Background: an optimization exercise with open tools, aiming at small area and a short achievable clock period. Do not read the settings as production practice. The RTL was checked by simulation tests, not by an equivalence proof against the original design. Power figures rest on the tool's default switching activity, not on a simulated workload.

<file path="design/flow/flow/run.sh">
#!/bin/bash
# The standard layout, with the port buffers made of plain buffers
# (sky130_fd_sc_hd__buf_1) instead of the default delay buffers; the resizer
# may still resize them. Each tool's log is kept under orfs/logs; the make
# output goes to standard.log.
set -euo pipefail
export BUFFER_PORTS_ARGS="-buffer_cell sky130_fd_sc_hd__buf_1"
bash standard.sh finish > standard.log 2>&1
</file>
<file path="design/flow/design.v">
`default_nettype none
module free_list #(
    parameter LEN = 32 + 16,
    parameter LBITS = $clog2(LEN)
) (
    input wire i_clk,
    input wire i_rst_n,
    input wire [LBITS - 1:0] i_ret_p0,
    input wire [LBITS - 1:0] i_ret_p1,
    input wire [LBITS - 1:0] i_ret_p2,
    input wire [LBITS - 1:0] i_ret_p3,
    input wire [2:0] i_ret_count,
    input wire [2:0] i_req_count,
    output reg [LBITS - 1:0] o_req0,
    output reg [LBITS - 1:0] o_req1,
    output reg [LBITS - 1:0] o_req2,
    output reg [LBITS - 1:0] o_req3,
    output reg [2:0] o_req_count,
    output reg [LBITS - 1:0] o_avail_count
);
    localparam NN = 12;    
    reg [47:0] free;
    function automatic [1:0] sadd(input [1:0] x, input [1:0] y);
        sadd = {x[1] | y[1] | (x[0] & y[0]), x[0] | y[0]};
    endfunction
    wire [1:0] ncnt [0:NN - 1];
    wire [1:0] lo0 [0:NN - 1];
    wire [1:0] lo1 [0:NN - 1];
    wire [1:0] hi0 [0:NN - 1];
    wire [1:0] hi1 [0:NN - 1];
    genvar j;
    generate
        for (j = 0; j < NN; j = j + 1) begin : g_nib
            wire a = free[4 * j], b = free[4 * j + 1], c = free[4 * j + 2], d = free[4 * j + 3];
            assign ncnt[j] = {(a & b) | (a & c) | (a & d) | (b & c) | (b & d) | (c & d), a | b | c | d};
            assign lo0[j] = a ? 2'd0 : b ? 2'd1 : c ? 2'd2 : 2'd3;
            assign lo1[j] = (a & b) ? 2'd1 : ((a | b) & c) ? 2'd2 : 2'd3;
            assign hi0[j] = d ? 2'd3 : c ? 2'd2 : b ? 2'd1 : 2'd0;
            assign hi1[j] = (d & c) ? 2'd2 : ((d | c) & b) ? 2'd1 : 2'd0;
        end
    endgenerate
    wire [1:0] sl [0:NN - 1];
    wire [1:0] sh [0:NN - 1];
    wire [1:0] xl [0:NN - 1];    
    wire [1:0] xh [0:NN - 1];    
    generate
        for (j = 0; j < NN; j = j + 1) begin : g_x
            if (j % 4 == 0) begin : g_f
                assign xl[j] = ncnt[j];
            end else begin : g_n
                assign xl[j] = sadd(xl[j - 1], ncnt[j]);
            end
            if (j % 4 == 3) begin : g_hf
                assign xh[j] = ncnt[j];
            end else begin : g_hn
                assign xh[j] = sadd(xh[j + 1], ncnt[j]);
            end
        end
    endgenerate
    wire [1:0] gl1 = xl[3], gl2 = sadd(xl[3], xl[7]);       
    wire [1:0] gh1 = xh[8], gh0 = sadd(xh[8], xh[4]);       
    generate
        for (j = 0; j < NN; j = j + 1) begin : g_s
            if (j < 4) begin : g_0
                assign sl[j] = xl[j];
                assign sh[j] = sadd(gh0, xh[j]);
            end else if (j < 8) begin : g_1
                assign sl[j] = sadd(gl1, xl[j]);
                assign sh[j] = sadd(gh1, xh[j]);
            end else begin : g_2
                assign sl[j] = sadd(gl2, xl[j]);
                assign sh[j] = xh[j];
            end
        end
    endgenerate
    wire [4:0] q = {i_req_count[2], i_req_count[2] | (i_req_count[1] & i_req_count[0]),
                    i_req_count[2] | i_req_count[1], i_req_count != 3'd0, 1'b1};
    wire nl1 = q[1], nl2 = q[3], nh1 = q[2], nh2 = q[4];
    wire [LBITS - 1:0] tl0 [0:NN - 1];
    wire [LBITS - 1:0] tl1 [0:NN - 1];
    wire [LBITS - 1:0] th0 [0:NN - 1];
    wire [LBITS - 1:0] th1 [0:NN - 1];
    wire [47:0] keep;
    generate
        for (j = 0; j < NN; j = j + 1) begin : g_sel
            wire [1:0] pl = (j == 0) ? 2'b00 : sl[j - 1];
            wire [1:0] ph = (j == NN - 1) ? 2'b00 : sh[j + 1];
            wire l0 = ~pl[0], l1 = pl[0] & ~pl[1];    
            wire h0 = ~ph[0], h1 = ph[0] & ~ph[1];
            wire [3:0] nib = j;
            wire sl0 = l0 & ncnt[j][0];
            wire sl1 = (l0 & ncnt[j][1]) | (l1 & ncnt[j][0]);
            wire sh0 = h0 & ncnt[j][0];
            wire sh1 = (h0 & ncnt[j][1]) | (h1 & ncnt[j][0]);
            assign tl0[j] = {LBITS{sl0}} & {nib, lo0[j]};
            assign tl1[j] = {LBITS{sl1}} & {nib, l0 ? lo1[j] : lo0[j]};
            assign th0[j] = {LBITS{sh0}} & {nib, hi0[j]};
            assign th1[j] = {LBITS{sh1}} & {nib, h0 ? hi1[j] : hi0[j]};
            wire a = free[4 * j], b = free[4 * j + 1], c = free[4 * j + 2], d = free[4 * j + 3];
            wire [1:0] rl [0:3];
            wire [1:0] rh [0:3];
            assign rl[0] = pl;
            assign rl[1] = sadd(pl, {1'b0, a});
            assign rl[2] = sadd(pl, {a & b, a | b});
            assign rl[3] = sadd(pl, {(a & b) | (a & c) | (b & c), a | b | c});
            assign rh[3] = ph;
            assign rh[2] = sadd(ph, {1'b0, d});
            assign rh[1] = sadd(ph, {d & c, d | c});
            assign rh[0] = sadd(ph, {(d & c) | (d & b) | (c & b), d | c | b});
            genvar l;
            for (l = 0; l < 4; l = l + 1) begin : g_b
                assign keep[4 * j + l] = free[4 * j + l] &
                                         (~nl1 | rl[l][1] | (rl[l][0] & ~nl2)) &
                                         (~nh1 | rh[l][1] | (rh[l][0] & ~nh2));
            end
        end
    endgenerate
    reg [LBITS - 1:0] cl0, cl1, ch0, ch1;
    integer jj;
    always @(*) begin
        cl0 = 0; cl1 = 0; ch0 = 0; ch1 = 0;
        for (jj = 0; jj < NN; jj = jj + 1) begin
            cl0 = cl0 | tl0[jj];
            cl1 = cl1 | tl1[jj];
            ch0 = ch0 | th0[jj];
            ch1 = ch1 | th1[jj];
        end
    end
    wire [3:0] rv = {i_ret_count[2], i_ret_count[2] | (i_ret_count[1] & i_ret_count[0]),
                     i_ret_count[2] | i_ret_count[1], i_ret_count != 3'd0};
    wire [LBITS - 1:0] rp [0:3];
    assign rp[0] = i_ret_p0;
    assign rp[1] = i_ret_p1;
    assign rp[2] = i_ret_p2;
    assign rp[3] = i_ret_p3;
    wire [5:0] rh [0:3];
    wire [7:0] rl [0:3];
    genvar k, i;
    generate
        for (k = 0; k < 4; k = k + 1) begin : g_pre
            for (i = 0; i < 6; i = i + 1) begin : g_h
                assign rh[k][i] = rv[k] & (rp[k][5:3] == i);
            end
            for (i = 0; i < 8; i = i + 1) begin : g_l
                assign rl[k][i] = rp[k][2:0] == i;
            end
        end
    endgenerate
    wire [47:0] ret;
    generate
        for (i = 0; i < 48; i = i + 1) begin : g_ret
            assign ret[i] = (rh[0][i / 8] & rl[0][i % 8]) | (rh[1][i / 8] & rl[1][i % 8]) |
                            (rh[2][i / 8] & rl[2][i % 8]) | (rh[3][i / 8] & rl[3][i % 8]);
        end
    endgenerate
    wire [4:0] rc1h = {i_ret_count == 3'd4, i_ret_count == 3'd3, i_ret_count == 3'd2,
                       i_ret_count == 3'd1, i_ret_count == 3'd0};
    wire [4:0] qc1h = {i_req_count == 3'd4, i_req_count == 3'd3, i_req_count == 3'd2,
                       i_req_count == 3'd1, i_req_count == 3'd0};
    reg [8:0] dsel;    
    reg [1:0] lo_n;
    reg cup, cdn;
    wire [1:0] alo = o_avail_count[1:0];
    wire [3:0] ahi = o_avail_count[5:2];
    integer ri, qi, m, t;
    always @(*) begin
        dsel = 9'b0;
        for (ri = 0; ri < 5; ri = ri + 1)
            for (qi = 0; qi < 5; qi = qi + 1)
                dsel[ri - qi + 4] = dsel[ri - qi + 4] | (rc1h[ri] & qc1h[qi]);
        lo_n = 2'b0;
        cup = 1'b0;
        cdn = 1'b0;
        for (m = -4; m <= 4; m = m + 1) begin
            lo_n = lo_n | ({2{dsel[m + 4]}} & (alo + m[1:0]));
            t = alo + m;
            cup = cup | (dsel[m + 4] & (t >= 4));
            cdn = cdn | (dsel[m + 4] & (t < 0));
        end
    end
    wire [3:0] ahi_p = ahi + 4'd1;
    wire [3:0] ahi_m = ahi - 4'd1;
    wire [3:0] hi_n = ({4{cup}} & ahi_p) | ({4{cdn}} & ahi_m) | ({4{~cup & ~cdn}} & ahi);
    wire [LBITS - 1:0] avail_n = {hi_n, lo_n};
    always @(posedge i_clk, negedge i_rst_n) begin
        if (!i_rst_n) begin
            free <= {48{1'b1}};
            o_avail_count <= LEN;
            o_req_count <= 3'd0;
        end else begin
            free <= keep | ret;
            o_avail_count <= avail_n;
            o_req_count <= i_req_count;
        end
    end
    always @(posedge i_clk) begin
        o_req0 <= cl0;
        o_req1 <= ch0;
        o_req2 <= cl1;
        o_req3 <= ch1;
    end
endmodule
</file>
<file path="design/flow/standard.sh">
#!/bin/bash
# synth_recipe.tcl (not shown) runs the flow's synth.tcl, then flattens the netlist and writes it again
# the make line also repeats each setting of config.mk as NAME=value (left out here)
make -C /OpenROAD-flow-scripts/flow DESIGN_CONFIG=/design/flow/config.mk WORK_HOME=/design/flow/orfs CLKGATE_MAP_FILE= SYNTH_SCRIPT=/design/flow/synth_recipe.tcl "${@:-finish}"
</file>
<file path="design/flow/config.mk">
export PLATFORM = sky130hd
export DESIGN_NAME = free_list
export DESIGN_NICKNAME = free_list
export VERILOG_FILES = /design/flow/design.v
export SDC_FILE = /design/flow/constraint.sdc
export NUM_CORES = 4
export LEC_CHECK = 0
export ABC_AREA = 1
export CAP_MARGIN = 20
export CORE_MARGIN = 2
export CORE_UTILIZATION = 40
export CTS_BUF_LIST = sky130_fd_sc_hd__clkbuf_8
export PLACE_DENSITY = 0.75
export SETUP_SLACK_MARGIN = 4.4
export SLEW_MARGIN = 20
export TNS_END_PERCENT = 5
</file>
<file path="design/flow/constraint.sdc">
create_clock -name core_clock -period 7.0 [get_ports {i_clk}]
set_input_delay 1.4000 -clock core_clock [delete_from_list [all_inputs] [get_ports {i_clk}]]
set_output_delay 1.4000 -clock core_clock [all_outputs]
set_load 0.01 [all_outputs]
</file>
==> impl_metrics.ini, run 1 <==
[yosys]
synth.cell_area_um2 = 8750
netlist_top_cells_count = nand2_1 (286), nor2_1 (222), inv_1 (185)
synth_flop_cell = dfstp_2
synth.most_common_cell = nand2_1
synthDominantAreaCellType = dfstp_2
synthesis.yosys.warnings = 1
share_of_async_settable_or_async_resettable_flops_after_synthesis = 0.704
complex_gate_fraction_of_the_synthesized_area = 0.230
synth_fp_nets = 1470
synth.area.mux_share = 0
synth_enable_flop_cells = 0
syn_inst = 1432
postSynthRegisterBits = 81
avgSynthCellArea_um2 = 6.11
synth_sequential_area_ratio = 0.225
synth_top_area_frac = 0.150
synth_top_family_by_area = simple AND/OR/NAND/NOR gates
yosys.area_share.xor_xnor = 0.00501
yosysUniqueCellTypes = 56
synth-adder-area-share = 0.00858
post_synth_and_or_nand_nor_area_fraction = 0.437
ys_top_cells_by_area = dfstp_2 (15%), nand2_1 (12%), nor2_1 (9.5%)

[route]
first_iter_violations = 1549
dr_total_vias = 11100
finalWirelength_um = 37600
routedWlPerCell_um = 20.8
route.detailed.vias_per_inst = 6.13
drt_drc_violations_left = 0
drt_pre_antenna_iters = 6
detail-route-antenna-nets = 0

[worst_hold_path]
timing.hold.worst.class = flip-flop to flip-flop

[timing]
slew_headroom = 0.445
achievable-frequency_mhz = 357
worst-slew-pin-transition_ps = 833
hold_violations_final = 0
count_of_endpoints_failing_setup_in_the_final_report = 0
finClkSkew_ps = 22.1
setup_total_negative_slack_ps = 0
final-max-slew-violation-count = 0
period_minus_slack_ps = 2800
period_share = 0.400
rsz0062_at_grt = yes

[die]
die_area_um2 = 23100
initial_utilization = 0.405
die_x_um = 152
num_io_pins = 65
die_height_um = 152
count_of_standard_cell_rows = 54
floorplan_core_area_um2 = 21600

[worst_setup_path]
category_of_the_worst_setup_path_capture_point = flip-flop
max_stage_delay_ps = 250
worst_setup_path_start_kind = input port
timing.critical_path.fanout_max = 8
worst_ep_required_time_ps = 7340
timing.setup.critical_path_class = input port to flip-flop
critical_path_data_arrival_time_ps = 3140
timing.critical_path.cells = buf_1 > buf_6 > clkinvlp_4 > nand2_4 > clkinvlp_4 > buf_12 > buf_6 > buf_4 > nor2_2 > a21oi_1 > o31ai_1 > o21ai_1
cpMaxStageDelayCell = o31ai_1

[global_routing]
wire_length_of_the_first_global_routing_pass_um = 57100
grt_start_max_net_pins = 58
antenna_found_initial = 1
overflow = 0
first_global_vias = 10100
groute.usage.overall = 0.312

[final_layout]
layout-area-overhead-vs-synth_pct = 15.2
layout.cell_area.non_filler_um2 = 10100
drive_gt1_frac = 0.164
final_net_count = 1564
num_antenna_cells = 0

[placed_design]
port_buffers = 64
place.detailed.hpwl_um = 28400
postPlaceCellArea_um2 = 9330
place.gp.congestion = 1.05

[outcome]
outcome = timing/DRC/antenna clean

[power_and_ir_drop]
power.density_cell_area_nw_per_um2 = 359
ir_worst_vdd_mv = 0.176
leakagePower_nw = 4.53

[clock_network]
clock_sinks = 81
clk_transition_reported_paths_ps = 100
clockRootBuffer = clkbuf_8
worstSkewPairLatency_ps = 410
cts_hold_buffers = 0
cts_max_level = 3
clock_path_buffers = 2
cts_buffers = 9
clock_tree_from_tritoncts = built

[run]
drv_cap = 0
-- layout make-up --
class	instances	area, um^2
multi-input cells	1139	6250
fillers	2324	11500
clock inverters	7	63.8
inverters	201	779
well taps	280	350
flip-flops and latches	81	1970
clock buffers	9	124
repair buffers	94	537
-- final timing paths --
path | start | to | slack, ps | cells past startpoint
setup / recovery | i_req_count[2] | free[11] | 4200 | 12
hold / removal | free[39] | free[39] | 530 | 2
setup reg to reg | free[38] | free[5] | 4300 | 12
max in group asynchronous | i_rst_n | o_req_count[1] | 5270 | 2
hold reg to reg | free[39] | free[39] | 530 | 2
min in group asynchronous | i_rst_n | o_req_count[0] | 1220 | 2
-- sequential cells by signal, indices dropped and copies added (netlist names) --
register / cells
o_avail_count: 6
o_req1: 6
o_req2: 6
o_req0: 6
o_req_count: 3
free: 48
o_req3: 6
-- logic make-up after synthesis --
| group | Yosys count |
|---|---|
| AO/OA/AOI/OAI | 331 |
| XOR/XNOR | 5 |
| adder cells (fa/ha/maj) | 6 |
| buffers and inverters | 212 |
| flip-flops | 81 |
| AND/OR/NAND/NOR | 797 |
-- placed cells by master, fill, tap and decap left out, types with 7 or more instances in the layout --
| cell type | synthesis | final |
|---|---|---|
| dfrtp_1 | 7 | 7 |
| nor2_4 | 25 | 32 |
| inv_1 | 185 | 180 |
| nor3_2 | 4 | 13 |
| nand4_1 | 25 | 25 |
| inv_2 | 14 | 18 |
| o211ai_1 | 21 | 21 |
| buf_1 | 0 | 59 |
| a31oi_1 | 9 | 9 |
| o21ai_0 | 87 | 82 |
| nand2_4 | 15 | 16 |
| o21ai_1 | 14 | 17 |
| nand2_2 | 8 | 14 |
| nor3_1 | 60 | 49 |
| a21oi_1 | 66 | 64 |
| clkbuf_8 | 0 | 9 |
| o22ai_1 | 79 | 77 |
| buf_4 | 0 | 25 |
| dfstp_2 | 50 | 50 |
| o221ai_1 | 11 | 10 |
| dfxtp_1 | 24 | 24 |
| nand2_1 | 286 | 278 |
| nor2_2 | 16 | 19 |
| nor2_1 | 222 | 212 |
| nor4_1 | 9 | 7 |
| nand3_1 | 111 | 107 |
-- through the flow --
stage          instances  setup slack, ps  utilization  hold slack, ps  power, mW
2_1_floorplan       1432             4390            -             491       2.38
3_3_place_gp        1768             2990        0.431             516       3.08
3_5_place_dp        1768             2890        0.431             514       3.07
4_1_cts             1796             4300        0.452             531       3.47
5_1_grt             1811             4090        0.466             555       3.84
6_report            1811             4200        0.466             527       3.62
-- metal layers --
| layer | vias up | routed length, um | GRT usage |
|---|---|---|---|
| met1 | 5076 | 14800 | 0.420 |
| met4 | 2 | 2460 | 0.165 |
| met2 | 745 | 15900 | 0.471 |
| met5 | - | 13 | 0 |
| li1 | 5113 | - | - |
| met3 | 160 | 4490 | 0.0653 |
-- timing repair --
action                     4_1_cts  5_1_grt
pin swaps                        5       15
setup endpoints to repair       59       64
buffers inserted                12       14
gates cloned                     0        1
gates resized for setup         37       48
-- critical path: cells and delay by family --
family / cells / cell delay (ps)
simple gates: 2 / 290
compound gates: 3 / 410
buf+inv: 7 / 1040
-- power by group --
group          internal [mW]  switching [mW]
sequential             0.637           0.126
clock                  0.162           0.199
combinational          0.721            1.77
total                   1.52            2.09
==> run 2: changes to the inputs <==
--- a/design/flow/config.mk
+++ b/design/flow/config.mk
@@ -6,10 +6,9 @@
 export NUM_CORES = 4
 export LEC_CHECK = 0
-export ABC_AREA = 1
+export ABC_AREA = 0
 export CAP_MARGIN = 20
 export CORE_MARGIN = 2
 export CORE_UTILIZATION = 40
 export CTS_BUF_LIST = sky130_fd_sc_hd__clkbuf_8
-export PLACE_DENSITY = 0.75
 export SETUP_SLACK_MARGIN = 4.4
 export SLEW_MARGIN = 20
==> impl_metrics.ini, run 2 <==
[worst_setup_path]
worst_ep_required_time_ps = 7300
timing.critical_path.cells = or4_4 > buf_4 > buf_4 > nor2_1 > nand2_1 > maj3_1 > nor2_1 > nor2_1 > o221ai_1 > nand3_1
critical-path-top-cell-by-count = nor2_1
worst_r2r_startpoint = free[46]
timing.critical_path.fanout_max = 7
crit_path_start = free[46]
category_of_the_worst_setup_path_capture_point = flip-flop
timing.critical_path.buf_inv = 2
worst_setup_path_start_kind = flip-flop
max_stage_delay_ps = 580
critPathTopFamily = simple AND/OR/NAND/NOR gates
timing.setup.critical_path_class = flip-flop to flip-flop
critical_path_data_arrival_time_ps = 3480
cpMaxStageDelayCell = nor2_1

[clock_network]
cts_buffers = 9
clock_tree_from_tritoncts = built
cts_max_level = 3
clock_sinks = 81
clk_transition_reported_paths_ps = 110
cts_hold_buffers = 0
clock_path_buffers = 2
clockRootBuffer = clkbuf_8
worstSkewPairLatency_ps = 400

[timing]
rsz0062_at_grt = yes
holdWs_ps = 500
achievable-frequency_mhz = 315
slew_headroom = 0.332
period_share = 0.454
setup_total_negative_slack_ps = 0
hold_violations_final = 0
worst-slew-pin-transition_ps = 977
period_minus_slack_ps = 3180
final-max-slew-violation-count = 0
finClkSkew_ps = 30.4
count_of_endpoints_failing_setup_in_the_final_report = 0
setup_slack_ps = 3820

[global_routing]
antenna_found_initial = 0
wire_length_of_the_first_global_routing_pass_um = 68000
groute.usage.overall = 0.356
first_global_vias = 11200
overflow = 0
grt_start_max_net_pins = 58

[final_layout]
instances_no_fill = 1853
number_of_flip_flops_under_the_largest_register_name = 48
seq_area_um2 = 2020
layout_commonest_cell = buf_4
multi_input_comb_area_um2 = 7660
drive_gt1_frac = 0.264
fillCellCount = 2264
register_containing_the_most_flip_flops_in_the_final_layout = free
most-common-layout-cells = buf_4 (170), nor2_1 (147), nand2_1 (133), a21oi_1 (114), o21ai_0 (89)
final_net_count = 1566
layout-area-overhead-vs-synth_pct = 27.8

[yosys]
synth_top_area_frac = 0.138
synth_sequential_area_ratio = 0.206
share_of_async_settable_or_async_resettable_flops_after_synthesis = 0.704
syn_inst = 1388
avgSynthCellArea_um2 = 6.87
synth_fp_nets = 1426
ys_top_cells_by_area = dfstp_2 (14%), a21oi_1 (6.2%), nor2_1 (6.1%)
synthesis.yosys.warnings = 1
postSynthRegisterBits = 81
synth_enable_flop_cells = 0
synthDominantAreaCellType = dfstp_2
synth_flop_cell = dfstp_2
synth.cell_area_um2 = 9540
synth.most_common_cell = nor2_1
netlist_top_cells_count = nor2_1 (156), nand2_1 (143), a21oi_1 (119)
yosysUniqueCellTypes = 87

[placed_design]
place.detailed.hpwl_um = 31300
place.gp.congestion = 1.07
place_inst = 1667
pre_cts_slack_ps = 3020
port_buffers = 64

[power_and_ir_drop]
ir_worst_vdd_mv = 0.146
total_switching_power_mw = 2.18
comb_power_share = 0.728
clock_share_of_power = 0.095
sw_frac_of_total = 0.522
power.density_cell_area_nw_per_um2 = 343
leakagePower_nw = 4.51
power_report.internal_total_mw = 2.00
sequential_share_of_power = 0.177

[route]
routedWlPerCell_um = 25.3
detail-route-antenna-nets = 0
route.detailed.vias_per_inst = 6.93
dr_total_vias = 12800
finalWirelength_um = 46800
drt_pre_antenna_iters = 12
drt_drc_violations_left = 0
first_iter_violations = 2140

[worst_hold_path]
timing.hold.worst.class = flip-flop to flip-flop
min_from = o_avail_count[5]

[die]
count_of_standard_cell_rows = 56
die_area_um2 = 25100
initial_utilization = 0.406
die_x_um = 158
floorplan_core_area_um2 = 23500
die_height_um = 158
num_io_pins = 65

[outcome]
outcome = timing/DRC/antenna clean

[run]
drv_cap = 0
==> run 2: cell count changes in the layout (fill, tap and decap cells not counted), moves of 16 or more <==
cell / previous run / this run
inv_2: 18 / 0
nand3_1: 107 / 39
or3_1: 0 / 21
a21oi_1: 64 / 114
nand2_1: 278 / 133
nor2_1: 212 / 147
inv_1: 180 / 27
nor2b_1: 0 / 20
nand4_1: 25 / 9
o211ai_1: 21 / 38
nor2_4: 32 / 6
maj3_1: 0 / 25
o22ai_1: 77 / 41
buf_4: 25 / 170
==> run 2: stage by stage <==
stage | power (mW) | cell area [um^2] | utilization
6_report | 4.18 | 12200 | 0.519
5_1_grt | 4.33 | 12200 | 0.519
4_1_cts | 3.70 | 11400 | 0.487
3_5_place_dp | 2.76 | 9950 | 0.424
3_3_place_gp | 2.77 | 9950 | 0.424
2_1_floorplan | 2.14 | 9720 | -
==> run 2: power by group through the flow <==
stage	logic [mW]	registers, mW	clock network (mW)
after floorplan	1.43	0.710	0
after global placement	2.01	0.762	0
after detailed placement	2.00	0.763	0
after CTS	2.56	0.740	0.398
after global routing	3.16	0.757	0.418
final	3.04	0.742	0.396
==> run 2: cells by family (layout without fill, tap and decap cells) <==
kind of cell | after synthesis | in the layout | synth area share
AOI/OAI and AO/OA | 502 | 502 | 0.350
xor gates and xnor gates | 16 | 16 | 0.0147
adders and majority gates | 34 | 34 | 0.0374
buffers and inverters | 154 | 299 | 0.0635
DFF | 81 | 81 | 0.206
muxes | 2 | 2 | 0.00223
other | 0 | 1 | 0
and+or+nand+nor | 599 | 599 | 0.325
==> run 2: worst paths after layout <==
check | end | slack, ps | depth (start not counted)
worst max-delay path | free[36] | 3820 | 10
worst max register to register | free[36] | 3820 | 10
worst min register to register | o_avail_count[5] | 500 | 1
min in group asynchronous | o_avail_count[3] | 1110 | 2
worst min-delay path | o_avail_count[5] | 500 | 1
max in group asynchronous | free[24] | 5390 | 2
==> run 2: metal layers <==
| metal | global-route usage | vias up | routed length, um |
|---|---|---|---|
| li1 | - | 5571 | - |
| met1 | 0.478 | 5866 | 18300 |
| met2 | 0.517 | 1129 | 18800 |
| met3 | 0.0909 | 268 | 6260 |
| met4 | 0.203 | 0 | 3480 |
| met5 | 0 | - | 0 |
==> run 2: timing repair <==
action / in CTS / in global routing
pin swaps: 37 / 40
setup endpoints to repair: 73 / 69
cloned: 1 / 1
setup buffers: 110 / 56
gates resized for setup: 98 / 71
==> run 2: layout make-up <==
type,instances,area share
Tap cell,319,0.0327
Multi-Input combinational cell,1153,0.628
Clock buffer,10,0.0113
Antenna cell,1,0.000205
Sequential cell,81,0.166
Inverter,28,0.00965
Timing Repair Buffer,255,0.147
Clock inverter,6,0.00595
==> run 3: changes to the inputs <==
--- a/design/flow/config.mk
+++ b/design/flow/config.mk
@@ -6,10 +6,10 @@
 export NUM_CORES = 4
 export LEC_CHECK = 0
-export ABC_AREA = 0
+export ABC_AREA = 1
 export CAP_MARGIN = 20
 export CORE_MARGIN = 2
 export CORE_UTILIZATION = 40
 export CTS_BUF_LIST = sky130_fd_sc_hd__clkbuf_8
-export SETUP_SLACK_MARGIN = 4.4
+export SETUP_SLACK_MARGIN = 4.5
 export SLEW_MARGIN = 20
 export TNS_END_PERCENT = 5
==> impl_metrics.ini, run 3 <==
[timing]
hold_violations_final = 0
period_minus_slack_ps = 2630
slew_headroom = 0.421
finClkSkew_ps = 13.3
achievable-frequency_mhz = 380
period_share = 0.376
rsz0062_at_grt = yes
worst-slew-pin-transition_ps = 868
count_of_endpoints_failing_setup_in_the_final_report = 0
setup_total_negative_slack_ps = 0
final-max-slew-violation-count = 0

[final_layout]
fin_util = 0.488
number_of_flip_flops_under_the_largest_register_name = 48
most-common-layout-cells = nand2_1 (273), nor2_1 (208), inv_1 (176), nand3_1 (99), o21ai_0 (82)
layout.cell_area.non_filler_um2 = 10500
layout_commonest_cell = nand2_1
drive_gt1_frac = 0.202
layout-area-overhead-vs-synth_pct = 20.6
instances_no_fill = 1845
fillCellCount = 2292
register_containing_the_most_flip_flops_in_the_final_layout = free
final_net_count = 1596

[yosys]
synth_flop_cell = dfstp_2
postSynthRegisterBits = 81
share_of_async_settable_or_async_resettable_flops_after_synthesis = 0.704
netlist_top_cells_count = nand2_1 (286), nor2_1 (222), inv_1 (185)
synthDominantAreaCellType = dfstp_2
synth.cell_area_um2 = 8750
synth.most_common_cell = nand2_1
synth_enable_flop_cells = 0
ys_top_cells_by_area = dfstp_2 (15%), nand2_1 (12%), nor2_1 (9.5%)
yosysUniqueCellTypes = 56
synth_fp_nets = 1470
syn_inst = 1432
synthesis.yosys.warnings = 1
avgSynthCellArea_um2 = 6.11
synth_sequential_area_ratio = 0.225
synth_top_area_frac = 0.150

[run]
drv_cap = 0

[clock_network]
worstSkewPairLatency_ps = 400
clk_transition_reported_paths_ps = 110
clock_path_buffers = 2
cts_hold_buffers = 0
cts_max_level = 3
cts_buffers = 9
clock_sinks = 81
clock_tree_from_tritoncts = built
clockRootBuffer = clkbuf_8

[worst_setup_path]
critical_path_data_arrival_time_ps = 2930
worst_setup_path_start_kind = input port
timing.setup.critical_path_class = input port to flip-flop
timing.critical_path.fanout_max = 10
category_of_the_worst_setup_path_capture_point = flip-flop
worst_ep_required_time_ps = 7300

[power_and_ir_drop]
leakagePower_nw = 4.72
sequential_share_of_power = 0.198
ir_worst_vdd_mv = 0.162
power.density_cell_area_nw_per_um2 = 364
sw_frac_of_total = 0.579
clock_share_of_power = 0.097
total_switching_power_mw = 2.22
totalPowerFinal_mw = 3.83
comb_power_share = 0.705
power_report.internal_total_mw = 1.62

[route]
route.detailed.vias_per_inst = 6.03
drt_drc_violations_left = 0
routedWlPerCell_um = 21.1
finalWirelength_um = 38900
dr_total_vias = 11100
detail-route-antenna-nets = 0
drt_pre_antenna_iters = 7
first_iter_violations = 1291

[placed_design]
place_inst = 1767
place.gp.congestion = 1.02
port_buffers = 64
place.detailed.hpwl_um = 29400
postPlaceCellArea_um2 = 9320

[die]
initial_utilization = 0.405
die_height_um = 152
die_x_um = 152
count_of_standard_cell_rows = 54
floorplan_core_area_um2 = 21600
num_io_pins = 65
die_area_um2 = 23100

[global_routing]
antenna_found_initial = 2
wire_length_of_the_first_global_routing_pass_um = 58600
grt_start_max_net_pins = 58
first_global_vias = 10300
groute.usage.overall = 0.324
overflow = 0

[outcome]
outcome = timing/DRC/antenna clean

[worst_hold_path]
timing.hold.worst.class = flip-flop to flip-flop
run 3: changes by cell type in the layout (fill, tap and decap cells not counted), sizes merged, moves of 28 or more:
cell / before / now
a21oi: 119 / 67
buf: 249 / 122
inv: 31 / 200
maj3: 28 / 0
nand2: 144 / 309
nand3: 48 / 114
nor2: 157 / 268
o22ai: 45 / 80
run 3: layer usage:
metal	vias up	track usage	part of all wire
met3	122	0.0665	0.096
met1	5157	0.424	0.40
met4	0	0.190	0.064
met5	-	0	0
li1	5174	-	-
met2	664	0.497	0.44
run 3: layout make-up:
type | count | area [um^2] | area share
repair buffers | 125 | 764 | 0.0725
clock inverters | 7 | 60.1 | 0.00570
well taps | 280 | 350 | 0.0332
repair inverters | 1 | 7.51 | 0.000712
flip-flops and latches | 81 | 1970 | 0.187
inverters | 201 | 802 | 0.0761
clock buffers | 9 | 124 | 0.0117
multi-input cells | 1139 | 6460 | 0.613
diodes | 2 | 5.00 | 0.000475
run 3: worst paths after layout:
path | from | end | slack, ps | depth (start not counted)
hold / removal | free[4] | free[4] | 530 | 2
hold reg to reg | free[4] | free[4] | 530 | 2
min in group asynchronous | i_rst_n | o_avail_count[2] | 1210 | 2
setup / recovery | i_req_count[0] | free[9] | 4370 | 10
setup reg to reg | free[30] | free[9] | 4400 | 12
max in group asynchronous | i_rst_n | o_avail_count[1] | 5260 | 2
run 3: metrics by stage:
stage	worst slack (ps)	hold WS, ps
2_1_floorplan	4390	491
3_3_place_gp	1960	516
3_5_place_dp	1670	512
4_1_cts	4360	532
5_1_grt	4310	541
6_report	4370	528
run 3: logic make-up (layout without fill, tap and decap cells):
| family | Yosys count | count (layout) | share of synthesized area |
|---|---|---|---|
| AND/OR/NAND/NOR | 797 | 797 | 0.437 |
| buffers and inverters | 212 | 343 | 0.0940 |
| flip-flops | 81 | 81 | 0.225 |
| XOR/XNOR | 5 | 5 | 0.00501 |
| adder cells (fa/ha/maj) | 6 | 6 | 0.00858 |
| AO/OA/AOI/OAI | 331 | 331 | 0.230 |
| other | 0 | 2 | 0 |
run 3: power by group through the flow:
stage | logic (mW) | clock network [mW] | registers [mW]
finish | 2.70 | 0.371 | 0.758
global route | 2.90 | 0.391 | 0.779
CTS | 2.44 | 0.372 | 0.754
detailed placement | 2.33 | 0 | 0.762
global placement | 2.35 | 0 | 0.760
floorplan | 1.60 | 0 | 0.778
run 3: timing repair:
action | in CTS | in global routing
buffers inserted | 20 | 39
pin swaps | 10 | 35
cloned | 1 | 0
hold endpoints to repair | 0 | 0
resized for setup | 71 | 75
endpoints found under the setup margin | 64 | 71
run 3: critical path: stages:
cell and delay (ps):
buf_4 150, inv_1 180, nand2_4 140, inv_6 200
nor2_1 100, o21ai_2 120, inv_1 90, o22ai_1 230
o21ai_4 130, o211ai_1 170
==> run 4: changes to the inputs <==
--- a/design/flow/config.mk
+++ b/design/flow/config.mk
@@ -11,5 +11,5 @@
 export CORE_UTILIZATION = 40
 export CTS_BUF_LIST = sky130_fd_sc_hd__clkbuf_8
-export SETUP_SLACK_MARGIN = 4.5
+export SETUP_SLACK_MARGIN = 4.3
 export SLEW_MARGIN = 20
 export TNS_END_PERCENT = 5
==> impl_metrics.ini, run 4 <==
[die]
initial_utilization = 0.405
die_height_um = 152
die_area_um2 = 23100
die_x_um = 152
num_io_pins = 65
floorplan_core_area_um2 = 21600
count_of_standard_cell_rows = 54

[worst_hold_path]
timing.hold.worst.class = flip-flop to flip-flop

[yosys]
synth_top_area_frac = 0.150
synth_flop_cell = dfstp_2
share_of_async_settable_or_async_resettable_flops_after_synthesis = 0.704
synth.most_common_cell = nand2_1
synth_sequential_area_ratio = 0.225
netlist_top_cells_count = nand2_1 (286), nor2_1 (222), inv_1 (185)
ys_top_cells_by_area = dfstp_2 (15%), nand2_1 (12%), nor2_1 (9.5%)
postSynthRegisterBits = 81
synth_enable_flop_cells = 0
synthesis.yosys.warnings = 1
yosysUniqueCellTypes = 56
synth_fp_nets = 1470
avgSynthCellArea_um2 = 6.11
syn_inst = 1432
synth.cell_area_um2 = 8750
synthDominantAreaCellType = dfstp_2

[timing]
setup_total_negative_slack_ps = 0
hold_violations_final = 0
achievable-frequency_mhz = 366
rsz0062_at_grt = yes
finClkSkew_ps = 15.1
slew_headroom = 0.444
period_share = 0.391
holdWs_ps = 533
final-max-slew-violation-count = 0
count_of_endpoints_failing_setup_in_the_final_report = 0
period_minus_slack_ps = 2740
worst-slew-pin-transition_ps = 834

[worst_setup_path]
max_stage_delay_ps = 560
category_of_the_worst_setup_path_capture_point = flip-flop
timing.critical_path.fanout_max = 7
worst_setup_path_start_kind = input port
timing.setup.critical_path_class = input port to flip-flop
critical_path_data_arrival_time_ps = 3000
critical-path-top-cell-by-count = buf_4
cpMaxStageDelayCell = or4_1
timing.critical_path.cells = buf_2 > nor2_4 > buf_4 > nand2_4 > buf_4 > a21oi_1 > or4_1 > o21ai_0 > o211ai_1
worst_ep_required_time_ps = 7260

[final_layout]
drive_gt1_frac = 0.172
final_net_count = 1570
layout-area-overhead-vs-synth_pct = 16.6
instances_no_fill = 1817
num_antenna_cells = 0
register_containing_the_most_flip_flops_in_the_final_layout = free
fillCellCount = 2306
number_of_flip_flops_under_the_largest_register_name = 48
most-common-layout-cells = nand2_1 (276), nor2_1 (210), inv_1 (179), nand3_1 (105), o21ai_0 (81)
layout_commonest_cell = nand2_1

[placed_design]
place.detailed.hpwl_um = 30100
place.gp.congestion = 1.02
port_buffers = 64
place_inst = 1768

[global_routing]
antenna_found_initial = 0
first_global_vias = 9841
overflow = 0
groute.usage.overall = 0.325
wire_length_of_the_first_global_routing_pass_um = 58400
grt_start_max_net_pins = 58

[clock_network]
clock_sinks = 81
cts_max_level = 3
clockRootBuffer = clkbuf_8
clock_path_buffers = 2
clk_transition_reported_paths_ps = 100
worstSkewPairLatency_ps = 390
clock_tree_from_tritoncts = built
cts_buffers = 9

[route]
drt_pre_antenna_iters = 6
detail-route-antenna-nets = 0
first_iter_violations = 1611
drt_drc_violations_left = 0
dr_total_vias = 11000
routedWlPerCell_um = 21.3
route.detailed.vias_per_inst = 6.04
finalWirelength_um = 38700

[run]
drv_cap = 0

[outcome]
outcome = timing/DRC/antenna clean

[power_and_ir_drop]
ir_worst_vdd_mv = 0.203
leakagePower_nw = 4.59
power.density_cell_area_nw_per_um2 = 366
## run 4: cell types whose count changed in the layout (fill, tap and decap cells not counted), sizes merged
| cell | delta |
|---|---|
| bufinv | +1 |
| clkinv | +1 |
| diode | -2 |
| bufbuf | +1 |
| buf | -27 |
| clkinvlp | -4 |
| clkbuf | +2 |
## run 4: critical path: cells and delay by family
| family | cells | cell delay, ps |
|---|---|---|
| buf+inv | 3 | 500 |
| simple gates | 3 | 750 |
| compound gates | 3 | 350 |
## run 4: power breakdown
| part | leakage, nW | total, mW | internal (mW) | switching [mW] |
|---|---|---|---|---|
| combinational | 3.67 | 2.59 | 0.763 | 1.82 |
| clock | 0.108 | 0.384 | 0.176 | 0.207 |
| sequential | 0.803 | 0.763 | 0.637 | 0.126 |
| total | 4.59 | 3.73 | 1.58 | 2.16 |
## run 4: layout make-up
class                           count  area, um^2  share of cell area
Clock buffer                       10         138              0.0135
Inverter                          201         785              0.0769
Clock inverter                      6        65.1             0.00638
Multi-Input combinational cell   1139        6330               0.620
Timing Repair Buffer              100         566              0.0554
Tap cell                          280         350              0.0343
Sequential cell                    81        1970               0.193
## run 4: metal layers
metal  routed length, um  part of all wire  GRT usage
met5                   0                 0          0
met2               16500              0.43      0.488
met3                4320              0.11     0.0807
met4                2080             0.054      0.161
met1               15800              0.41      0.436
## run 4: path summary, 6_finish.rpt
check,startpoint,to,slack (ps),depth (start not counted)
setup reg to reg,free[16],o_req3[0],4330,13
min in group asynchronous,i_rst_n,o_avail_count[2],1190,2
setup / recovery,i_req_count[1],o_avail_count[1],4260,9
hold / removal,free[4],free[4],530,2
hold reg to reg,free[4],free[4],530,2
max in group asynchronous,i_rst_n,o_avail_count[1],5270,2
## run 4: cells by family after synthesis
family                   synth area share
XOR/XNOR                          0.00501
buffers and inverters              0.0940
adder cells (fa/ha/maj)           0.00858
flip-flops                          0.225
AO/OA/AOI/OAI                       0.230
AND/OR/NAND/NOR                     0.437
## run 4: what timing repair did
item,CTS,global route
cloned,1,0
gates resized for setup,33,75
hold buffers,0,0
buffers inserted,12,20
endpoints found under the setup margin,61,62
pin swaps,5,20
## run 4: through the flow
step | utilization | setup slack (ps) | instance area, um^2 | total power [mW]
floorplan | - | 4280 | 8750 | 2.38
global placement | 0.430 | 2780 | 9300 | 3.13
detailed placement | 0.430 | 2670 | 9300 | 3.10
CTS | 0.451 | 4100 | 9750 | 3.54
global route | 0.472 | 4210 | 10200 | 3.98
finish | 0.472 | 4260 | 10200 | 3.73
==> run 5: changes to the inputs <==
--- a/design/flow/config.mk
+++ b/design/flow/config.mk
@@ -11,5 +11,5 @@
 export CORE_UTILIZATION = 40
 export CTS_BUF_LIST = sky130_fd_sc_hd__clkbuf_8
-export SETUP_SLACK_MARGIN = 4.3
+export SETUP_SLACK_MARGIN = 4.4
 export SLEW_MARGIN = 20
-export TNS_END_PERCENT = 5
+export TNS_END_PERCENT = 20
==> impl_metrics.ini, run 5 <==
[yosys]
synth.most_common_cell = nand2_1
share_of_async_settable_or_async_resettable_flops_after_synthesis = 0.704
synthDominantAreaCellType = dfstp_2
synth_enable_flop_cells = 0
netlist_top_cells_count = nand2_1 (286), nor2_1 (222), inv_1 (185)
synth_sequential_area_ratio = 0.225
synthesis.yosys.warnings = 1
avgSynthCellArea_um2 = 6.11
postSynthRegisterBits = 81
synth_flop_cell = dfstp_2
synth_top_area_frac = 0.150
yosysUniqueCellTypes = 56
synth.cell_area_um2 = 8750
syn_inst = 1432
synth_fp_nets = 1470
ys_top_cells_by_area = dfstp_2 (15%), nand2_1 (12%), nor2_1 (9.5%)

[worst_setup_path]
timing.critical_path.cells = buf_16 > clkinvlp_4 > nand2_4 > clkinvlp_4 > buf_8 > nor2_2 > inv_2 > nor2_4 > inv_4 > nor2_4 > nand3_4 > o22ai_1 > nand3_1 > nand2_1 > nand2_1
timing.critical_path.fanout_max = 4
timing.setup.critical_path_class = input port to flip-flop
timing.critical_path.buf_inv = 6
worst_ep_required_time_ps = 7330
worst_setup_path_start_kind = input port
crit_path_start = i_req_count[2]
worst_r2r_startpoint = free[42]
category_of_the_worst_setup_path_capture_point = flip-flop
max_stage_delay_ps = 140
cpMaxStageDelayCell = buf_8
critPathTopFamily = simple AND/OR/NAND/NOR gates
timing.reg2reg.setup_slack_ps = 4440
critical_path_data_arrival_time_ps = 2940

[timing]
setup_slack_ps = 4390
count_of_endpoints_failing_setup_in_the_final_report = 0
achievable-frequency_mhz = 384
finClkSkew_ps = 19.1
slew_headroom = 0.413
final-max-slew-violation-count = 0
period_share = 0.372
worst-slew-pin-transition_ps = 880
hold_violations_final = 0
rsz0062_at_grt = yes
setup_total_negative_slack_ps = 0
period_minus_slack_ps = 2610

[clock_network]
cts_hold_buffers = 0
cts_max_level = 3
cts_buffers = 9
clock_path_buffers = 2
clock_tree_from_tritoncts = built
clk_transition_reported_paths_ps = 110
clock_sinks = 81
worstSkewPairLatency_ps = 410
clockRootBuffer = clkbuf_8

[final_layout]
most-common-layout-cells = nand2_1 (272), nor2_1 (208), inv_1 (172), nand3_1 (99), o21ai_0 (82)
number_of_flip_flops_under_the_largest_register_name = 48
layout_commonest_cell = nand2_1
layout-area-overhead-vs-synth_pct = 19.9
register_containing_the_most_flip_flops_in_the_final_layout = free
final_net_count = 1586
drive_gt1_frac = 0.197
instances_no_fill = 1834

[power_and_ir_drop]
leakagePower_nw = 4.66
totalPowerFinal_mw = 3.80
power.density_cell_area_nw_per_um2 = 362
ir_worst_vdd_mv = 0.169

[placed_design]
port_buffers = 64
place.gp.congestion = 1.02
place.detailed.hpwl_um = 29400
pre_cts_slack_ps = 1670
place_inst = 1767

[global_routing]
wire_length_of_the_first_global_routing_pass_um = 58300
grt_start_max_net_pins = 58
groute.usage.overall = 0.323
antenna_found_initial = 2
overflow = 0
first_global_vias = 10100

[route]
drt_drc_violations_left = 0
dr_total_vias = 11100
first_iter_violations = 1376
route.detailed.vias_per_inst = 6.04
routedWlPerCell_um = 21.1
drt_pre_antenna_iters = 5
detail-route-antenna-nets = 0
finalWirelength_um = 38800

[outcome]
outcome = timing/DRC/antenna clean

[die]
die_height_um = 152
floorplan_core_area_um2 = 21600
die_area_um2 = 23100
num_io_pins = 65
die_x_um = 152
count_of_standard_cell_rows = 54
initial_utilization = 0.405

[worst_hold_path]
timing.hold.worst.class = flip-flop to flip-flop
min_from = free[4]

[run]
drv_cap = 0
run 5: cell counts after synthesis:
No cell type changed its count.
run 5: path summary, 6_finish.rpt:
kind | end | depth (start not counted)
max in group asynchronous | o_avail_count[1] | 2
min reg2reg | free[4] | 2
min | free[4] | 2
min in group asynchronous | o_avail_count[2] | 2
max | free[46] | 15
max reg2reg | o_req3[1] | 14
run 5: timing repair:
item                                   CTS  global route
gates cloned                             1             1
setup endpoints to repair               61            64
endpoints found under the hold margin    0             0
buffers inserted                        11            37
gates resized for setup                 46           106
pin swaps                                6            30
run 5: cell families (layout without fill, tap and decap cells):
family / count (synthesis) / count (layout) / share of synthesized area
other: 0 / 1 / 0
flip-flops: 81 / 81 / 0.225
XOR/XNOR: 5 / 5 / 0.00501
AO/OA/AOI/OAI: 331 / 331 / 0.230
adder cells (fa/ha/maj): 6 / 6 / 0.00858
buffers and inverters: 212 / 332 / 0.0940
AND/OR/NAND/NOR: 797 / 798 / 0.437
run 5: stage by stage:
stage               utilization  cell area (um^2)  hold slack (ps)
finish                    0.485             10500              529
global route              0.485             10500              541
CTS                       0.451              9760              532
global placement          0.431              9320              516
detailed placement        0.431              9320              512
floorplan                     -              8780              491
run 5: where the power goes:
group          internal [mW]  leakage, nW  total, mW  switching (mW)
clock                  0.136       0.0901      0.372           0.235
sequential             0.636        0.803      0.759           0.123
combinational          0.811         3.77       2.67            1.85
run 5: tightest hold or removal path: stages (launching register included):
cell,delay [ps]
dfstp_2,410
nand2_1,70
o21ai_1,60
run 5: layer usage:
| metal | vias to the layer above | global-route usage | part of all wire |
|---|---|---|---|
| met4 | 0 | 0.184 | 0.060 |
| met1 | 5145 | 0.424 | 0.40 |
| met3 | 112 | 0.0656 | 0.10 |
| met2 | 674 | 0.494 | 0.44 |
| met5 | - | 0 | 0 |
| li1 | 5145 | - | - |
run 5: area by class of cell:
cell class                      instances  area [um^2]
Sequential cell                        81         1970
Inverter                              201          808
Clock inverter                          7         60.1
Timing Repair inverter                  1         7.51
Multi-Input combinational cell       1140         6470
Tap cell                              280          350
Fill cell                            2303        11100
Antenna cell                            1         2.50
Clock buffer                            9          124
Timing Repair Buffer                  114          696
==> run 6: changes to the inputs <==
--- a/design/flow/config.mk
+++ b/design/flow/config.mk
@@ -13,3 +13,3 @@
 export SETUP_SLACK_MARGIN = 4.4
 export SLEW_MARGIN = 20
-export TNS_END_PERCENT = 20
+export TNS_END_PERCENT = 0
==> impl_metrics.ini, run 6 <==
[die]
die_area_um2 = 23100
count_of_standard_cell_rows = 54
num_io_pins = 65
initial_utilization = 0.405
die_x_um = 152
die_height_um = 152
floorplan_core_area_um2 = 21600

[route]
dr_total_vias = 11100
detail-route-antenna-nets = 0
first_iter_violations = 1344
route.detailed.vias_per_inst = 6.09
drt_drc_violations_left = 0
routedWlPerCell_um = 21.1
finalWirelength_um = 38300
drt_pre_antenna_iters = 6

[power_and_ir_drop]
ir_worst_vdd_mv = 0.162
totalPowerFinal_mw = 3.72
total_switching_power_mw = 2.17
leakagePower_nw = 4.56
clock_share_of_power = 0.099
sw_frac_of_total = 0.583
power_report.internal_total_mw = 1.55
power.density_cell_area_nw_per_um2 = 363
comb_power_share = 0.697
sequential_share_of_power = 0.203

[timing]
period_share = 0.384
rsz0062_at_grt = yes
achievable-frequency_mhz = 372
setup_total_negative_slack_ps = 0
hold_violations_final = 0
holdWs_ps = 529
worst-slew-pin-transition_ps = 895
final-max-slew-violation-count = 0
slew_headroom = 0.403
period_minus_slack_ps = 2690
count_of_endpoints_failing_setup_in_the_final_report = 0
setup_slack_ps = 4310
finClkSkew_ps = 11.9

[final_layout]
number_of_flip_flops_under_the_largest_register_name = 48
final_net_count = 1570
register_containing_the_most_flip_flops_in_the_final_layout = free
layout_commonest_cell = nand2_1
fillCellCount = 2329
drive_gt1_frac = 0.174
layout-area-overhead-vs-synth_pct = 17.1
most-common-layout-cells = nand2_1 (277), nor2_1 (211), inv_1 (177), nand3_1 (101), o21ai_0 (83)

[global_routing]
overflow = 0
grt_start_max_net_pins = 58
first_global_vias = 10000
antenna_found_initial = 2
groute.usage.overall = 0.321
wire_length_of_the_first_global_routing_pass_um = 58000

[worst_setup_path]
worst_setup_path_start_kind = input port
critical_path_data_arrival_time_ps = 2990
timing.reg2reg.setup_slack_ps = 4350
r2r.worst_path.cells = 13
worst_r2r_startpoint = free[46]
timing.critical_path.fanout_max = 15
cpMaxStageDelayCell = o22ai_1
timing.setup.critical_path_class = input port to flip-flop
timing.critical_path.cells = buf_16 > nor2_4 > nand2_8 > inv_6 > nor2_1 > o21ai_1 > inv_1 > o22ai_1 > o21ai_4 > o211ai_1
rr_endpoint = free[9]
max_stage_delay_ps = 230
worst_ep_required_time_ps = 7300
category_of_the_worst_setup_path_capture_point = flip-flop

[placed_design]
pre_cts_slack_ps = 1670
port_buffers = 64
place.detailed.hpwl_um = 29400
place.gp.congestion = 1.02

[yosys]
netlist_top_cells_count = nand2_1 (286), nor2_1 (222), inv_1 (185)
avgSynthCellArea_um2 = 6.11
synth-adder-area-share = 0.00858
synth_enable_flop_cells = 0
synth_flop_cell = dfstp_2
ys_top_cells_by_area = dfstp_2 (15%), nand2_1 (12%), nor2_1 (9.5%)
complex_gate_fraction_of_the_synthesized_area = 0.230
synth_top_area_frac = 0.150
synth_fp_nets = 1470
postSynthRegisterBits = 81
yosys.area_share.xor_xnor = 0.00501
synth.area.mux_share = 0
synth.most_common_cell = nand2_1
synth_top_family_by_area = simple AND/OR/NAND/NOR gates
synthDominantAreaCellType = dfstp_2
synth_sequential_area_ratio = 0.225
yosysUniqueCellTypes = 56
post_synth_and_or_nand_nor_area_fraction = 0.437
syn_inst = 1432
synthesis.yosys.warnings = 1
synth.cell_area_um2 = 8750
share_of_async_settable_or_async_resettable_flops_after_synthesis = 0.704

[worst_hold_path]
min_from = free[4]
min_path_cells = 2
worst_hold_path.endpoint = free[4]
timing.hold.worst.class = flip-flop to flip-flop

[clock_network]
clock_sinks = 81
cts_buffers = 9
cts_hold_buffers = 0
clock_path_buffers = 2
clk_transition_reported_paths_ps = 110
clock_tree_from_tritoncts = built
worstSkewPairLatency_ps = 400
cts_max_level = 3
clockRootBuffer = clkbuf_8

[run]
drv_cap = 0

[outcome]
outcome = timing/DRC/antenna clean
[run 6: per-layer routing]
metal,GRT usage,vias to the layer above,routed length [um]
met5,0,-,0
met4,0.181,0,2550
met3,0.0619,132,3800
met2,0.491,687,16500
met1,0.425,5118,15500
li1,-,5126,-
[run 6: cells by family (layout without fill, tap and decap cells)]
kind of cell	count (synthesis)	in the layout
DFF	81	81
other	0	1
buffers and inverters	212	316
xor gates and xnor gates	5	5
and+or+nand+nor	797	798
adders and majority gates	6	6
AOI/OAI and AO/OA	331	331
[run 6: worst max-delay path by stage]
stage                              start               end  slack, ps  depth (start not counted)
final                     i_req_count[2]           free[9]       4310                         10
after global routing      i_ret_count[0]  o_avail_count[5]       4270                         12
after CTS                 i_req_count[0]  o_avail_count[4]       4200                         11
after detailed placement  i_req_count[2]          free[42]       1670                         15
after global placement    i_req_count[2]          free[42]       1960                         15
after floorplan           i_req_count[2]  o_avail_count[4]       4390                         12
[run 6: what timing repair did]
item / 4_1_cts / 5_1_grt
pin swaps: 2 / 15
setup endpoints to repair: 61 / 65
buffers inserted: 4 / 27
gates resized for setup: 32 / 81
cloned: 1 / 2
[run 6: power groups by stage]
stage               registers, mW  logic (mW)  clock network [mW]
global route                0.778        2.80               0.393
CTS                         0.754        2.36               0.372
floorplan                   0.778        1.60                   0
finish                      0.758        2.60               0.369
detailed placement          0.762        2.33                   0
global placement            0.760        2.35                   0
[run 6: area by class of cell]
class,instances,area [um^2],area share
clock inverters,7,60.1,0.00586
clock buffers,9,124,0.0121
repair inverters,1,7.51,0.000733
flip-flops and latches,81,1970,0.192
repair buffers,98,587,0.0573
diodes,1,2.50,0.000244
multi-input cells,1140,6360,0.620
inverters,201,788,0.0769
well taps,280,350,0.0342
[run 6: per-stage QoR]
step | cells | utilization | area [um^2]
2_1_floorplan | 1432 | - | 8780
3_3_place_gp | 1767 | 0.431 | 9320
3_5_place_dp | 1767 | 0.431 | 9320
4_1_cts | 1788 | 0.447 | 9660
5_1_grt | 1817 | 0.474 | 10200
6_report | 1818 | 0.474 | 10200
[run 6: worst max-delay path: cells and delay by family]
kind / cells / cell delay (ps)
compound gates: 4 / 710
buf+inv: 3 / 410
simple gates: 3 / 450
==> run 7: changes to the inputs <==
--- a/design/flow/config.mk
+++ b/design/flow/config.mk
@@ -11,5 +11,6 @@
 export CORE_UTILIZATION = 40
 export CTS_BUF_LIST = sky130_fd_sc_hd__clkbuf_8
+export CTS_CLUSTER_SIZE = 40
 export SETUP_SLACK_MARGIN = 4.4
 export SLEW_MARGIN = 20
-export TNS_END_PERCENT = 0
+export TNS_END_PERCENT = 5
==> impl_metrics.ini, run 7 <==
[route]
first_iter_violations = 1362
finalWirelength_um = 38500
drt_drc_violations_left = 0
route.detailed.vias_per_inst = 6.05
routedWlPerCell_um = 21.1
drt_pre_antenna_iters = 6
detail-route-antenna-nets = 0
dr_total_vias = 11000

[yosys]
synth_sequential_area_ratio = 0.225
synth_top_area_frac = 0.150
synth_fp_nets = 1470
synth.most_common_cell = nand2_1
synth_enable_flop_cells = 0
synth_flop_cell = dfstp_2
ys_top_cells_by_area = dfstp_2 (15%), nand2_1 (12%), nor2_1 (9.5%)
netlist_top_cells_count = nand2_1 (286), nor2_1 (222), inv_1 (185)
yosysUniqueCellTypes = 56
synthesis.yosys.warnings = 1
share_of_async_settable_or_async_resettable_flops_after_synthesis = 0.704
syn_inst = 1432
synth.cell_area_um2 = 8750
postSynthRegisterBits = 81
avgSynthCellArea_um2 = 6.11
synthDominantAreaCellType = dfstp_2

[global_routing]
wire_length_of_the_first_global_routing_pass_um = 58300
grt_start_max_net_pins = 58
groute.usage.overall = 0.323
antenna_found_initial = 2
first_global_vias = 10100
overflow = 0

[worst_setup_path]
worst_setup_path_start_kind = flip-flop
worst_ep_required_time_ps = 7300
max_stage_delay_ps = 430
timing.critical_path.cells = nor2_4 > nand2_4 > nor2_8 > inv_2 > nand2_1 > nand3_2 > nor2_4 > nand3_4 > nor3_2 > nand2_1 > o21ai_4 > o211ai_1
timing.setup.critical_path_class = flip-flop to flip-flop
timing.critical_path.fanout_max = 9
category_of_the_worst_setup_path_capture_point = flip-flop
cpMaxStageDelayCell = dfstp_2
critical_path_data_arrival_time_ps = 2940

[power_and_ir_drop]
power.density_cell_area_nw_per_um2 = 365
ir_worst_vdd_mv = 0.168
leakagePower_nw = 4.57

[clock_network]
clk_transition_reported_paths_ps = 110
clock_sinks = 81
clock_path_buffers = 2
clock_tree_from_tritoncts = built
cts_max_level = 3
clockRootBuffer = clkbuf_8
worstSkewPairLatency_ps = 400
cts_buffers = 9

[worst_hold_path]
timing.hold.worst.class = flip-flop to flip-flop

[run]
drv_cap = 0

[placed_design]
place.detailed.hpwl_um = 29400
place.gp.congestion = 1.02
port_buffers = 64
pre_cts_slack_ps = 1670
place_inst = 1767
postPlaceCellArea_um2 = 9320

[timing]
count_of_endpoints_failing_setup_in_the_final_report = 0
worst-slew-pin-transition_ps = 869
slew_headroom = 0.421
period_share = 0.376
final-max-slew-violation-count = 0
hold_violations_final = 0
setup_total_negative_slack_ps = 0
period_minus_slack_ps = 2630
holdWs_ps = 528
achievable-frequency_mhz = 380
finClkSkew_ps = 16.5
setup_slack_ps = 4370
rsz0062_at_grt = yes

[final_layout]
layout_commonest_cell = nand2_1
drive_gt1_frac = 0.179
instances_no_fill = 1820
final_net_count = 1572
layout-area-overhead-vs-synth_pct = 17.4
number_of_flip_flops_under_the_largest_register_name = 48
register_containing_the_most_flip_flops_in_the_final_layout = free
layout.cell_area.non_filler_um2 = 10300
most-common-layout-cells = nand2_1 (277), nor2_1 (210), inv_1 (176), nand3_1 (101), o21ai_0 (82)

[die]
die_x_um = 152
die_area_um2 = 23100
initial_utilization = 0.405
die_height_um = 152
floorplan_core_area_um2 = 21600
num_io_pins = 65
count_of_standard_cell_rows = 54

[outcome]
outcome = timing/DRC/antenna clean
## run 7: changes by cell type in the layout (fill, tap and decap cells not counted), sizes merged
cell      before  now
inv          200  199
buf           95   97
clkinvlp       6    7
## run 7: area by class of cell
cell class	instances	area [um^2]
timing repair inverter	1	5.00
clock inverter	7	60.1
fill	2316	11400
inverter	201	792
timing repair buffer	100	581
multi-input combinational	1140	6380
sequential	81	1970
antenna	1	2.50
tap	280	350
clock buffer	9	124
## run 7: worst paths after layout
path	startpoint	end	slack [ps]	cells past startpoint
min in group asynchronous	i_rst_n	o_avail_count[2]	1190	2
worst min-delay path	free[4]	free[4]	530	2
worst max register to register	free[46]	free[9]	4370	12
worst max-delay path	free[46]	free[9]	4370	12
max in group asynchronous	i_rst_n	o_req_count[0]	5250	2
worst min register to register	free[4]	free[4]	530	2
## run 7: worst max-delay path, delay by kind of cell (launching register included)
kind	cells	cell delay (ps)
AO/OA/AOI/OAI	2	390
buffers and inverters	1	60
flip-flops	1	430
AND/OR/NAND/NOR	9	1650
## run 7: metal layers
metal | up-vias | part of all wire | GRT usage | wire [um]
met1 | 5112 | 0.41 | 0.424 | 15800
met4 | 0 | 0.066 | 0.188 | 2540
met5 | - | 0 | 0 | 0
met3 | 128 | 0.093 | 0.0659 | 3570
met2 | 649 | 0.43 | 0.492 | 16600
li1 | 5131 | - | - | -
## run 7: through the flow
step / total power, mW / util
after detailed placement: 3.09 / 0.431
after CTS: 3.51 / 0.451
after global routing: 3.98 / 0.475
after floorplan: 2.38 / -
final: 3.75 / 0.475
after global placement: 3.11 / 0.431
## run 7: kinds of logic (layout without fill, tap and decap cells)
kind of cell / after synthesis / in the layout / share of synthesized area
fa+ha+maj: 6 / 6 / 0.00858
buf+inv: 212 / 318 / 0.0940
other cells: 0 / 1 / 0
flops: 81 / 81 / 0.225
xor+xnor: 5 / 5 / 0.00501
compound gates: 331 / 331 / 0.230
simple gates: 797 / 798 / 0.437
## run 7: what timing repair did
action	in CTS	in global routing
gates cloned	1	1
endpoints found under the setup margin	61	64
setup buffers	11	23
hold buffers	0	0
pin swaps	5	17
resized for setup	44	77
## run 7: power breakdown
part,switching [mW],internal (mW)
clock network,0.236,0.136
registers,0.122,0.636
logic,1.83,0.782
==> run 8: changes to the inputs <==
==> design/flow/flow/run.sh (replaced) <==
#!/bin/bash
# The standard layout, with the port buffers made of plain buffers
# (sky130_fd_sc_hd__buf_2) instead of the default delay buffers; the resizer
# may still resize them. Each tool's log is kept under orfs/logs; the make
# output goes to standard.log.
set -euo pipefail
export BUFFER_PORTS_ARGS="-buffer_cell sky130_fd_sc_hd__buf_2"
bash standard.sh finish > standard.log 2>&1
--- a/design/flow/config.mk
+++ b/design/flow/config.mk
@@ -11,5 +11,4 @@
 export CORE_UTILIZATION = 40
 export CTS_BUF_LIST = sky130_fd_sc_hd__clkbuf_8
-export CTS_CLUSTER_SIZE = 40
 export SETUP_SLACK_MARGIN = 4.4
 export SLEW_MARGIN = 20
==> impl_metrics.ini, run 8 <==
[worst_hold_path]
timing.hold.worst.class = flip-flop to flip-flop
min_path_cells = 2
worst_hold_path.endpoint = free[4]
min_from = free[4]

[power_and_ir_drop]
leakagePower_nw = 4.83
clock_share_of_power = 0.094
comb_power_share = 0.710
sequential_share_of_power = 0.196
sw_frac_of_total = 0.575
ir_worst_vdd_mv = 0.176
power.density_cell_area_nw_per_um2 = 366
total_switching_power_mw = 2.22
totalPowerFinal_mw = 3.86
power_report.internal_total_mw = 1.64

[yosys]
complex_gate_fraction_of_the_synthesized_area = 0.230
synth.most_common_cell = nand2_1
share_of_async_settable_or_async_resettable_flops_after_synthesis = 0.704
synth_fp_nets = 1470
post_synth_and_or_nand_nor_area_fraction = 0.437
postSynthRegisterBits = 81
synth_top_area_frac = 0.150
synth_top_family_by_area = simple AND/OR/NAND/NOR gates
synth.area.mux_share = 0
synth.cell_area_um2 = 8750
ys_top_cells_by_area = dfstp_2 (15%), nand2_1 (12%), nor2_1 (9.5%)
synth_enable_flop_cells = 0
avgSynthCellArea_um2 = 6.11
synth-adder-area-share = 0.00858
netlist_top_cells_count = nand2_1 (286), nor2_1 (222), inv_1 (185)
syn_inst = 1432
yosys.area_share.xor_xnor = 0.00501
synthesis.yosys.warnings = 1
synth_sequential_area_ratio = 0.225
synth_flop_cell = dfstp_2
synthDominantAreaCellType = dfstp_2
yosysUniqueCellTypes = 56

[worst_setup_path]
worst_r2r_startpoint = free[41]
category_of_the_worst_setup_path_capture_point = flip-flop
critPathTopFamily = simple AND/OR/NAND/NOR gates
timing.setup.critical_path_class = flip-flop to flip-flop
worst_ep_required_time_ps = 7270
max_stage_delay_ps = 430
cpMaxStageDelayCell = dfstp_2
critical-path-top-cell-by-count = nor2_4
timing.critical_path.buf_inv = 2
timing.critical_path.cells = nor2_4 > nand2_8 > nor2_8 > inv_2 > nand2_1 > nand3_2 > nor2_4 > nand3_4 > inv_4 > nand2_4 > o31ai_4 > o211ai_1
r2r.worst_path.cells = 12
rr_endpoint = free[5]
crit_path_start = free[41]
critical_path_data_arrival_time_ps = 2970
timing.critical_path.fanout_max = 9
timing.reg2reg.setup_slack_ps = 4300
worst_setup_path_start_kind = flip-flop

[die]
die_area_um2 = 23100
die_x_um = 152
initial_utilization = 0.405
die_height_um = 152
floorplan_core_area_um2 = 21600
count_of_standard_cell_rows = 54
num_io_pins = 65

[timing]
hold_violations_final = 0
final-max-slew-violation-count = 0
rsz0062_at_grt = yes
finClkSkew_ps = 14.6
slew_headroom = 0.437
period_minus_slack_ps = 2700
setup_total_negative_slack_ps = 0
holdWs_ps = 538
worst-slew-pin-transition_ps = 844
period_share = 0.386
count_of_endpoints_failing_setup_in_the_final_report = 0
achievable-frequency_mhz = 370
setup_slack_ps = 4300

[global_routing]
wire_length_of_the_first_global_routing_pass_um = 57200
groute.usage.overall = 0.317
first_global_vias = 9853
grt_start_max_net_pins = 58
overflow = 0
antenna_found_initial = 2

[placed_design]
port_buffers = 64
place.gp.congestion = 0.997
pre_cts_slack_ps = 2860
place.detailed.hpwl_um = 29600

[route]
detail-route-antenna-nets = 0
route.detailed.vias_per_inst = 6.07
drt_drc_violations_left = 0
finalWirelength_um = 38600
routedWlPerCell_um = 21.1
drt_pre_antenna_iters = 8
first_iter_violations = 1316
dr_total_vias = 11100

[outcome]
outcome = timing/DRC/antenna clean

[final_layout]
layout_commonest_cell = nand2_1
final_net_count = 1585
number_of_flip_flops_under_the_largest_register_name = 48
seq_area_um2 = 1970
register_containing_the_most_flip_flops_in_the_final_layout = free
fin_util = 0.488
most-common-layout-cells = nand2_1 (271), nor2_1 (206), inv_1 (177), nand3_1 (100), o21ai_0 (81)
layout-area-overhead-vs-synth_pct = 20.7
multi_input_comb_area_um2 = 6460
drive_gt1_frac = 0.235
fillCellCount = 2301
num_antenna_cells = 0

[clock_network]
cts_buffers = 9
clock_tree_from_tritoncts = built
clk_transition_reported_paths_ps = 100
cts_max_level = 3
clockRootBuffer = clkbuf_8
clock_path_buffers = 2
worstSkewPairLatency_ps = 410
clock_sinks = 81

[run]
drv_cap = 0
-- run 8: cell count changes in the layout (fill, tap and decap cells not counted), sizes merged --
cell,delta
buf,+16
clkbuf,-2
clkinvlp,-2
clkinv,+3
diode,-1
inv,-2
-- run 8: cells by family after synthesis --
kind of cell,count (synthesis)
DFF,81
and+or+nand+nor,797
buffers and inverters,212
xor gates and xnor gates,5
adders and majority gates,6
AOI/OAI and AO/OA,331
-- run 8: metal layers --
metal / vias up / GRT usage / share of wire
met2: 680 / 0.512 / 0.45
met4: 2 / 0.139 / 0.048
li1: 5151 / - / -
met1: 5167 / 0.421 / 0.40
met5: - / 0 / 0.00021
met3: 129 / 0.0511 / 0.10
-- run 8: how the worst max path moves through the flow --
stage,endpoint,slack [ps],depth (start not counted)
6_report,free[5],4300,12
5_1_grt,o_avail_count[4],4280,14
4_1_cts,free[5],4210,12
3_5_place_dp,free[42],2860,15
3_3_place_gp,free[42],3040,15
2_1_floorplan,o_avail_count[4],4390,12
-- run 8: cell type report --
type | instances | area share
clock buffers | 9 | 0.0117
clock inverters | 7 | 0.00628
inverters | 201 | 0.0749
multi-input cells | 1140 | 0.612
flip-flops and latches | 81 | 0.187
well taps | 280 | 0.0332
repair buffers | 114 | 0.0752
-- run 8: worst register-to-register path, cell delays in order, from the launching register on --
cell and delay, ps:
dfstp_2 430, nor2_4 220, nand2_8 140, nor2_8 190
inv_2 50, nand2_1 100, nand3_2 130, nor2_4 310
nand3_4 160, inv_4 110, nand2_4 80, o31ai_4 350
o211ai_1 280
-- run 8: repair_timing --
action	in CTS	in global routing
endpoints found under the setup margin	57	65
cloned	0	2
resized for setup	35	99
hold buffers	0	0
pin swaps	5	32
buffers inserted	6	40
-- run 8: metrics by stage --
| stage | cells | instance area (um^2) |
|---|---|---|
| 2_1_floorplan | 1432 | 8780 |
| 3_3_place_gp | 1768 | 9410 |
| 3_5_place_dp | 1768 | 9410 |
| 4_1_cts | 1790 | 9780 |
| 5_1_grt | 1832 | 10600 |
| 6_report | 1832 | 10600 |
-- run 8: power by group through the flow --
stage	clock network [mW]	logic [mW]	registers, mW
after floorplan	0	1.60	0.778
after global placement	0	2.38	0.760
after detailed placement	0	2.37	0.758
after CTS	0.367	2.41	0.750
after global routing	0.392	2.94	0.777
final	0.365	2.74	0.757

separate check: timing with driven ports:
How much do the figures lean on ideal ports? The routed layouts below were timed once more, with nothing changed but the port constraints.
Step 1: set_driving_cell puts a clkbuf_16 on i_clk and a buf_2 on each other input, an assumption about the parent block.
Step 2 moves the port delays by t, midway between the first and last clock arrival at a register: inputs arrive t later, outputs are due t later. That takes back most of the time a late clock gives input paths.
a / b / c = no drivers / after step 1 / after step 2; a / b = the first two.
| run | t, ns | setup slack, ns | hold slack, ns |
|---|---|---|---|
| run 1 | 0.438 | 4.198 / 4.219 / 3.781 | 0.527 / 0.527 / 0.527 |
| run 2 | 0.430 | 3.823 / 3.823 / 3.513 | 0.500 / 0.500 / 0.500 |
| run 3 | 0.441 | 4.367 / 4.356 / 3.915 | 0.528 / 0.528 / 0.528 |
| run 4 | 0.426 | 4.264 / 4.287 / 3.861 | 0.533 / 0.533 / 0.533 |
| run 5 | 0.444 | 4.393 / 4.349 / 3.906 | 0.529 / 0.529 / 0.529 |
| run 6 | 0.439 | 4.312 / 4.268 / 3.829 | 0.529 / 0.529 / 0.529 |
| run 7 | 0.439 | 4.369 / 4.358 / 3.919 | 0.528 / 0.528 / 0.528 |
| run 8 | 0.442 | 4.298 / 4.298 / 3.894 | 0.538 / 0.538 / 0.538 |
After both steps every run listed still meets setup and hold. The setup slack of run 5, which loses most, moves by -0.044 ns with the drivers and by -0.487 ns with both steps.
